Background: an optimization exercise with open tools, aiming at small area. Do not read the settings as production practice.
The RTL was checked by simulation tests, not by an equivalence proof against the original design.
No driver is modelled on the clock port, so clocking that relies on it looks cheaper here than on a real chip.
Power and IR drop assume default switching activity.

Design ekf_est, start of the top module:
module ekf_est (
    clk,
    n_rst,
    start,
    init,
    mode,
    i_b,
    v_t,
    ready,
    ekf_vrc,
    ekf_soc,
    ekf_done
);
==> flow/config.mk <==
export PLATFORM = sky130hd
export DESIGN_NAME = ekf_est
export DESIGN_NICKNAME = ekf_est
export VERILOG_FILES = /design/flow/design.v
export SDC_FILE = /design/flow/constraint.sdc
export NUM_CORES = 8
export LEC_CHECK = 0
export ABC_AREA = 1
export CAP_MARGIN = 20
export CORE_MARGIN = 2
export CORE_UTILIZATION = 60
export CTS_BUF_LIST = sky130_fd_sc_hd__clkbuf_2 sky130_fd_sc_hd__clkbuf_4 sky130_fd_sc_hd__clkbuf_8
export GPL_ROUTABILITY_DRIVEN = 0
export PLACE_DENSITY = 0.7
export SLEW_MARGIN = 20
==> flow/constraint.sdc <==
create_clock -name core_clock -period 20.0 [get_ports {clk}]
set_input_delay 4.0000 -clock core_clock [delete_from_list [all_inputs] [get_ports {clk}]]
set_output_delay 4.0000 -clock core_clock [all_outputs]
set_load 0.01 [all_outputs]
standard.sh (not shown) runs the stock make flow with config.mk's settings and CLKGATE_MAP_FILE= SYNTH_SCRIPT=/design/flow/synth_recipe.tcl, a recipe that flattens the netlist after the stock synthesis.
==> flow/flow/run.sh <==
#!/bin/bash
# The standard layout, with three changes: the port buffers are the smallest
# buffer cell, clock tree synthesis adds no dummy loads and uses larger clusters,
# and after placement sizing the resizer recovers area on paths with slack.
set -euo pipefail
export BUFFER_PORTS_ARGS="-buffer_cell sky130_fd_sc_hd__buf_1"
export CTS_ARGS="-sink_clustering_enable -repair_clock_nets -dont_use_dummy_load -sink_clustering_size 15 -sink_clustering_max_diameter 80 -buf_list {sky130_fd_sc_hd__clkbuf_8}"
export POST_RESIZE_TCL="$PWD/flow/recover.tcl"
bash standard.sh > standard_flow.log 2>&1
==> flow/flow/recover.tcl <==
# After placement sizing: with the large setup slack, let the resizer shrink
# cells on paths that have slack to spare (area recovery).
estimate_parasitics -placement
repair_timing -recover_power 100 -verbose
==> next run, changes <==
GPL_ROUTABILITY_DRIVEN = default   (was 0)
=> Core utilization does not change; count of clock-buffer cells in the layout is unchanged; worst setup slack gets better by 0.21 ns; design area does not change.

---

Another version of the RTL of ekf_est (not shown whole).
Size in the first run: roughly 84 I/O pins, roughly 0.017 mm2 of cells after synthesis.
==> flow/config.mk <==
export PLATFORM = sky130hd
export DESIGN_NAME = ekf_est
export DESIGN_NICKNAME = ekf_est
export VERILOG_FILES = /design/flow/design.v
export SDC_FILE = /design/flow/constraint.sdc
export NUM_CORES = 8
export LEC_CHECK = 0
export ABC_AREA = 1
export CAP_MARGIN = 20
export CORE_MARGIN = 2
export CORE_UTILIZATION = 60
export CTS_BUF_LIST = sky130_fd_sc_hd__clkbuf_2 sky130_fd_sc_hd__clkbuf_4 sky130_fd_sc_hd__clkbuf_8
export PLACE_DENSITY = 0.7
export SLEW_MARGIN = 20
==> flow/constraint.sdc <==
create_clock -name core_clock -period 20.0 [get_ports {clk}]
set_input_delay 4.0000 -clock core_clock [delete_from_list [all_inputs] [get_ports {clk}]]
set_output_delay 4.0000 -clock core_clock [all_outputs]
set_load 0.01 [all_outputs]
==> flow/flow/run.sh <==
#!/bin/bash
# The standard layout, with two changes: the port buffers are the smallest
# buffer cell, and clock tree synthesis adds no dummy loads and uses larger clusters.
set -euo pipefail
export BUFFER_PORTS_ARGS="-buffer_cell sky130_fd_sc_hd__buf_1"
export CTS_ARGS="-sink_clustering_enable -repair_clock_nets -dont_use_dummy_load -sink_clustering_size 15 -sink_clustering_max_diameter 80 -buf_list {sky130_fd_sc_hd__clkbuf_8}"
bash standard.sh > standard_flow.log 2>&1
The starting point finished clean.
Change:
--- a/flow/flow/run.sh
+++ b/flow/flow/run.sh
@@ -2,2 +2,3 @@
-# The standard layout, with two changes: the port buffers are the smallest
-# buffer cell, and clock tree synthesis adds no dummy loads and uses larger clusters.
+# The standard layout, with three changes: the port buffers are the smallest
+# buffer cell, clock tree synthesis adds no dummy loads and uses larger clusters,
+# and after placement sizing the resizer recovers area on paths with slack.
@@ -6,0 +8,2 @@
+export POST_RESIZE_TCL="$PWD/flow/recover.tcl"
+export POST_CTS_TCL="$PWD/flow/recover_cts.tcl"
==> flow/flow/recover.tcl (new file) <==
# After placement sizing: with the large setup slack, let the resizer shrink
# cells on paths that have slack to spare (area recovery).
estimate_parasitics -placement
repair_timing -recover_power 100 -verbose
==> flow/flow/recover_cts.tcl (new file) <==
# After clock tree synthesis: recover area again on paths with slack.
estimate_parasitics -placement
repair_timing -recover_power 100 -verbose
Routed wire length went up slightly.
Utilization decreases by 0.30 points.
Combinational power falls slightly.
Change:
==> flow/flow/run.sh (replaced) <==
#!/bin/bash
# The standard layout, with two changes: the port buffers are the smallest
# buffer cell, and clock tree synthesis adds no dummy loads and uses larger clusters.
set -euo pipefail
export BUFFER_PORTS_ARGS="-buffer_cell sky130_fd_sc_hd__buf_1"
export CTS_ARGS="-sink_clustering_enable -repair_clock_nets -dont_use_dummy_load -sink_clustering_size 12 -sink_clustering_max_diameter 70 -buf_list {sky130_fd_sc_hd__clkbuf_4 sky130_fd_sc_hd__clkbuf_8}"
bash standard.sh > standard_flow.log 2>&1
removed: flow/flow/recover.tcl
removed: flow/flow/recover_cts.tcl
Outcome: Clock skew goes down by 28 ps. Setup slack gets better by 1300 ps. Wire length barely changes. Sequential cell count stays the same. Cell count goes up by 0.39%. Combinational power goes up by about 2%. Die area is unchanged. Power goes up by 4.1%. Core utilization goes up by 0.81 points. Count of clock-buffer cells in the layout goes up by 10.
Change:
==> flow/run.sh (new file) <==
#!/bin/bash
# synth_recipe.tcl (not shown) runs the flow's synth.tcl, then flattens the netlist and writes it again
# the make line also repeats each setting of config.mk as NAME=value (left out here)
make -C /OpenROAD-flow-scripts/flow DESIGN_CONFIG=/design/flow/config.mk WORK_HOME=/design/flow/orfs CLKGATE_MAP_FILE= SYNTH_SCRIPT=/design/flow/synth_recipe.tcl finish
removed: flow/flow/run.sh
removed: flow/standard.sh
=> The changed run went through all stages and came out clean; maximum frequency is lower by 3.8%; combinational power is higher by 20%; total power is higher by 22%; synthesized area is unchanged; critical path depth is higher by 3; cell area is higher by 7.4%; setup slack gets worse by 520 ps; final cell count is higher by 2.8%; clock power is higher by 76%; die area stays the same; non-clock buffer count is unchanged.

---

job 9395:
Starting RTL as in the previous note.
// ekf_est
module ekf_est (
    clk,
    n_rst,
    start,
    init,
    mode,
    i_b,
    v_t,
    ready,
    ekf_vrc,
    ekf_soc,
    ekf_done
);
clock: 20.0 ns
lec_check: 0
abc_area: 1
cap_margin: 20
core_margin: 2
core_utilization: 75
cts_buf_list: sky130_fd_sc_hd__clkbuf_2 sky130_fd_sc_hd__clkbuf_4 sky130_fd_sc_hd__clkbuf_8
place_density: 0.85
slew_margin: 20
==> flow/flow/run.sh <==
#!/bin/bash
# The standard layout, with two changes: the port buffers are the smallest
# buffer cell, and clock tree synthesis adds no dummy loads and uses larger clusters.
set -euo pipefail
export BUFFER_PORTS_ARGS="-buffer_cell sky130_fd_sc_hd__buf_1"
export CTS_ARGS="-sink_clustering_enable -repair_clock_nets -dont_use_dummy_load -sink_clustering_size 15 -sink_clustering_max_diameter 80 -buf_list {sky130_fd_sc_hd__clkbuf_8}"
bash standard.sh > standard_flow.log 2>&1
Job 9395: full flow OK, the timing, design-rule and antenna checks passed
Setup changes, job 9395 to job 8615
# job 9395
export LEC_CHECK = 0
export ABC_AREA = 1
export CAP_MARGIN = 20
export CORE_MARGIN = 2
export CORE_UTILIZATION = 75
export CTS_BUF_LIST = sky130_fd_sc_hd__clkbuf_2 sky130_fd_sc_hd__clkbuf_4 sky130_fd_sc_hd__clkbuf_8
export PLACE_DENSITY = 0.85
export SLEW_MARGIN = 20
create_clock -name core_clock -period 20.0 [get_ports {clk}]
# job 8615
export LEC_CHECK = 0
export ABC_AREA = 1
export CAP_MARGIN = 0
export CORE_MARGIN = 2
export CORE_UTILIZATION = 60
export CTS_BUF_LIST = sky130_fd_sc_hd__clkbuf_2 sky130_fd_sc_hd__clkbuf_4 sky130_fd_sc_hd__clkbuf_8
export PLACE_DENSITY = 0.7
export SLEW_MARGIN = 0
create_clock -name core_clock -period 20.0 [get_ports {clk}]
--- outcome ---
The sequential power number comes out lower for job 8615 vs job 9395. Diff job 9395 -> job 8615: die area shows an increase of 5600 sq um; instance area at placement shows an increase of about 0.45%. Job 8615 ran to completion and came out clean on the timing, design-rule and antenna checks.
[inputs] job 8160 vs job 8615
# job 8615
export LEC_CHECK = 0
export ABC_AREA = 1
export CAP_MARGIN = 0
export CORE_MARGIN = 2
export CORE_UTILIZATION = 60
export CTS_BUF_LIST = sky130_fd_sc_hd__clkbuf_2 sky130_fd_sc_hd__clkbuf_4 sky130_fd_sc_hd__clkbuf_8
export PLACE_DENSITY = 0.7
export SLEW_MARGIN = 0
create_clock -name core_clock -period 20.0 [get_ports {clk}]
# job 8160
export LEC_CHECK = 0
export ABC_AREA = 1
export CAP_MARGIN = 20
export CORE_MARGIN = 2
export CORE_UTILIZATION = 60
export CTS_BUF_LIST = sky130_fd_sc_hd__clkbuf_2 sky130_fd_sc_hd__clkbuf_4 sky130_fd_sc_hd__clkbuf_8
export GPL_TIMING_DRIVEN = 0
export PLACE_DENSITY = 0.7
export SLEW_MARGIN = 20
create_clock -name core_clock -period 20.0 [get_ports {clk}]
diff --git a/flow/flow/run.sh b/flow/flow/run.sh
--- a/flow/flow/run.sh
+++ b/flow/flow/run.sh
@@ -2,2 +2,3 @@
-# The standard layout, with two changes: the port buffers are the smallest
-# buffer cell, and clock tree synthesis adds no dummy loads and uses larger clusters.
+# The standard layout, with three changes: the port buffers are the smallest
+# buffer cell, clock tree synthesis adds no dummy loads and uses larger clusters,
+# and after placement sizing the resizer recovers area on paths with slack.
@@ -6,0 +8 @@
+export POST_RESIZE_TCL="$PWD/flow/recover.tcl"
==> flow/flow/recover.tcl (new file) <==
# After placement sizing: with the large setup slack, let the resizer shrink
# cells on paths that have slack to spare (area recovery).
estimate_parasitics -placement
repair_timing -recover_power 100 -verbose
[summary]
- In job 8160 relative to job 8615, instance count on the critical path had gone up by more than 10%.
- On switching part of the total power, job 8160 tracks job 8615 almost exactly.
- Leakage power summed over all cells went up slightly going from job 8615 to job 8160.
- Between job 8615 and job 8160, the arrival time of the worst setup path is higher for job 8160.
- Summary: post-layout worst setup margin, job 8160 worse than job 8615
- The final instance count without filler cells of job 8160 is higher than that of job 8615.
- [compare] base=job 8615 new=job 8160: post-DP HPWL saw an increase, share of the final layout cell area in sequential cells flat, final-layout worst hold slack rose 0.042 ns.
- Higher tightest slew margin relative to the limit among job 8615 and job 8160: job 8615
- Achievable clock frequency (job 8160 / job 8615): 0.891
#### Input delta (job 5103 over job 8160)
# job 8160
export LEC_CHECK = 0
export ABC_AREA = 1
export CAP_MARGIN = 20
export CORE_MARGIN = 2
export CORE_UTILIZATION = 60
export CTS_BUF_LIST = sky130_fd_sc_hd__clkbuf_2 sky130_fd_sc_hd__clkbuf_4 sky130_fd_sc_hd__clkbuf_8
export GPL_TIMING_DRIVEN = 0
export PLACE_DENSITY = 0.7
export SLEW_MARGIN = 20
create_clock -name core_clock -period 20.0 [get_ports {clk}]
# job 5103
export LEC_CHECK = 0
export ABC_AREA = 1
export CAP_MARGIN = 20
export CORE_MARGIN = 2
export CORE_UTILIZATION = 60
export CTS_BUF_LIST = sky130_fd_sc_hd__clkbuf_2 sky130_fd_sc_hd__clkbuf_4 sky130_fd_sc_hd__clkbuf_8
export PLACE_DENSITY = 0.7
export SLEW_MARGIN = 20
create_clock -name core_clock -period 20.0 [get_ports {clk}]
==> flow/flow/run.sh <==
#!/bin/bash
# The standard layout, with two changes: the port buffers are the smallest
# buffer cell, and clock tree synthesis adds no dummy loads.
set -euo pipefail
export BUFFER_PORTS_ARGS="-buffer_cell sky130_fd_sc_hd__buf_1"
export CTS_ARGS="-sink_clustering_enable -repair_clock_nets -dont_use_dummy_load -buf_list {sky130_fd_sc_hd__clkbuf_2 sky130_fd_sc_hd__clkbuf_4 sky130_fd_sc_hd__clkbuf_8}"
bash standard.sh > standard_flow.log 2>&1
removed: flow/flow/recover.tcl
Results
Job 5103 improves on job 8160 in via count. Share of power burned in combinational logic, job 5103 and job 8160: lower on job 5103. Re synthesized cell count: no difference whatsoever between job 8160 and job 5103. Taking job 8160 as the reference, in job 5103 wire length on met2 down about 3%, routed wire length down 2.8%, fmax up 13%, share of the clock period used by the worst path after layout down 8.3 points, final hold slack down 0.0077 ns. A cell with the largest stage delay on the worst path of nor2_8 is what job 5103 shows, while nor3_1 belongs to job 8160. Diff job 5103 and job 8160: area added between synthesis and finish lower in job 8160. Measured against each other, job 5103 and job 8160 differ in register fraction of the total cell area, the higher figure coming from job 8160. Cmp job 5103 vs job 8160: power in sequential cells higher in job 5103.
[inputs] job 5851 vs job 5103
==> flow/flow/run.sh <==
#!/bin/bash
# The standard layout, with three changes: the port buffers are the smallest
# buffer cell, clock tree synthesis adds no dummy loads and uses larger clusters,
# and after placement sizing the resizer recovers area on paths with slack.
set -euo pipefail
export BUFFER_PORTS_ARGS="-buffer_cell sky130_fd_sc_hd__buf_1"
export CTS_ARGS="-sink_clustering_enable -repair_clock_nets -dont_use_dummy_load -sink_clustering_size 15 -sink_clustering_max_diameter 80 -buf_list {sky130_fd_sc_hd__clkbuf_8}"
export POST_RESIZE_TCL="$PWD/flow/recover.tcl"
bash standard.sh > standard_flow.log 2>&1
==> flow/flow/recover.tcl (new file) <==
# After placement sizing: with the large setup slack, let the resizer shrink
# cells on paths that have slack to spare (area recovery).
estimate_parasitics -placement
repair_timing -recover_power 100 -verbose
[summary]
Taking job 5103 as the reference, in job 5851 count of cell instances traversed by the critical path lower; fraction of standard cell area that is sequential moved up; sequential cell count stayed essentially flat; post-detailed-routing wire length now smaller; relative contribution of sequential cells to total power increased by 5.2 points relative to the old numbers. Maximum frequency of job 5851 falls short of that of job 5103 by a little under 10%. Job 5851 ended up with ACCA[22]$_SDFF_PP0_ as its critical path capture point; job 5103 ended up with ACCB[23]$_SDFF_PP0_. Between job 5103 and job 5851, the sum of routed wire segments on met1 is higher for job 5851.
#### Input delta (job 8428 over job 5851)
==> flow/flow/run.sh <==
#!/bin/bash
# The standard layout, with two changes: the port buffers are the smallest
# buffer cell, and clock tree synthesis adds no dummy loads and uses larger clusters.
set -euo pipefail
export BUFFER_PORTS_ARGS="-buffer_cell sky130_fd_sc_hd__buf_1"
export CTS_ARGS="-sink_clustering_enable -repair_clock_nets -dont_use_dummy_load -sink_clustering_size 20 -sink_clustering_max_diameter 100 -buf_list {sky130_fd_sc_hd__clkbuf_8 sky130_fd_sc_hd__clkbuf_16}"
bash standard.sh > standard_flow.log 2>&1
removed: flow/flow/recover.tcl
Results
- Job 5851 has lower share of layout cells above drive strength 1 than job 8428.
- The setup slack of job 8428 is larger than that of job 5851.
- Job 5851 -> job 8428: non-clock buffer total of the final layout decreased by a few percent
- For the clock period minus final worst setup slack, job 8428 came in 1.13 ns lower than job 5851 did.

## separate check: timing with driven ports
The flow's constraints put no driver on any port. The routed layouts listed below were extracted and timed again, unchanged, in two steps. Step 1 (the two cells are an assumption about what drives the block):
set clk [get_ports {clk}]
set_driving_cell -lib_cell sky130_fd_sc_hd__clkbuf_16 $clk
set_driving_cell -lib_cell sky130_fd_sc_hd__buf_2 [delete_from_list [all_inputs] $clk]
Step 2 also shifts input and output timing later by t, the mid clock arrival at the registers, as if the neighbouring blocks saw the same clock. a / b / c = no drivers / after step 1 / after step 2; a / b = the first two.
run | shift t [ns] | setup WS [ns] | worst setup path after step 2
the first run of note 1 | 0.617 | 5.231 / 5.231 / 5.231 | register to register
the second run of note 1 | 0.643 | 5.438 / 5.438 / 5.438 | register to register
the first run of note 2 | 0.625 | 6.767 / 6.767 / 6.767 | register to register
the second run of note 2 | 0.640 | 5.518 / 5.518 / 5.518 | register to register
the third run of note 2 | 0.589 | 6.776 / 6.776 / 6.776 | register to register
the fourth run of note 2 | 0.641 | 6.260 / 6.260 / 6.260 | register to register
job 9395 | 0.639 | 6.138 / 6.138 / 6.138 | register to register
job 8615 | 0.625 | 6.767 / 6.767 / 6.767 | register to register
job 8160 | 0.643 | 5.151 / 5.151 / 5.151 | register to register
job 5103 | 0.627 | 6.802 / 6.802 / 6.802 | register to register
job 5851 | 0.633 | 5.656 / 5.656 / 5.656 | register to register
job 8428 | 0.571 | 6.784 / 6.784 / 6.784 | register to register
After both steps setup and hold are still met in every run listed.
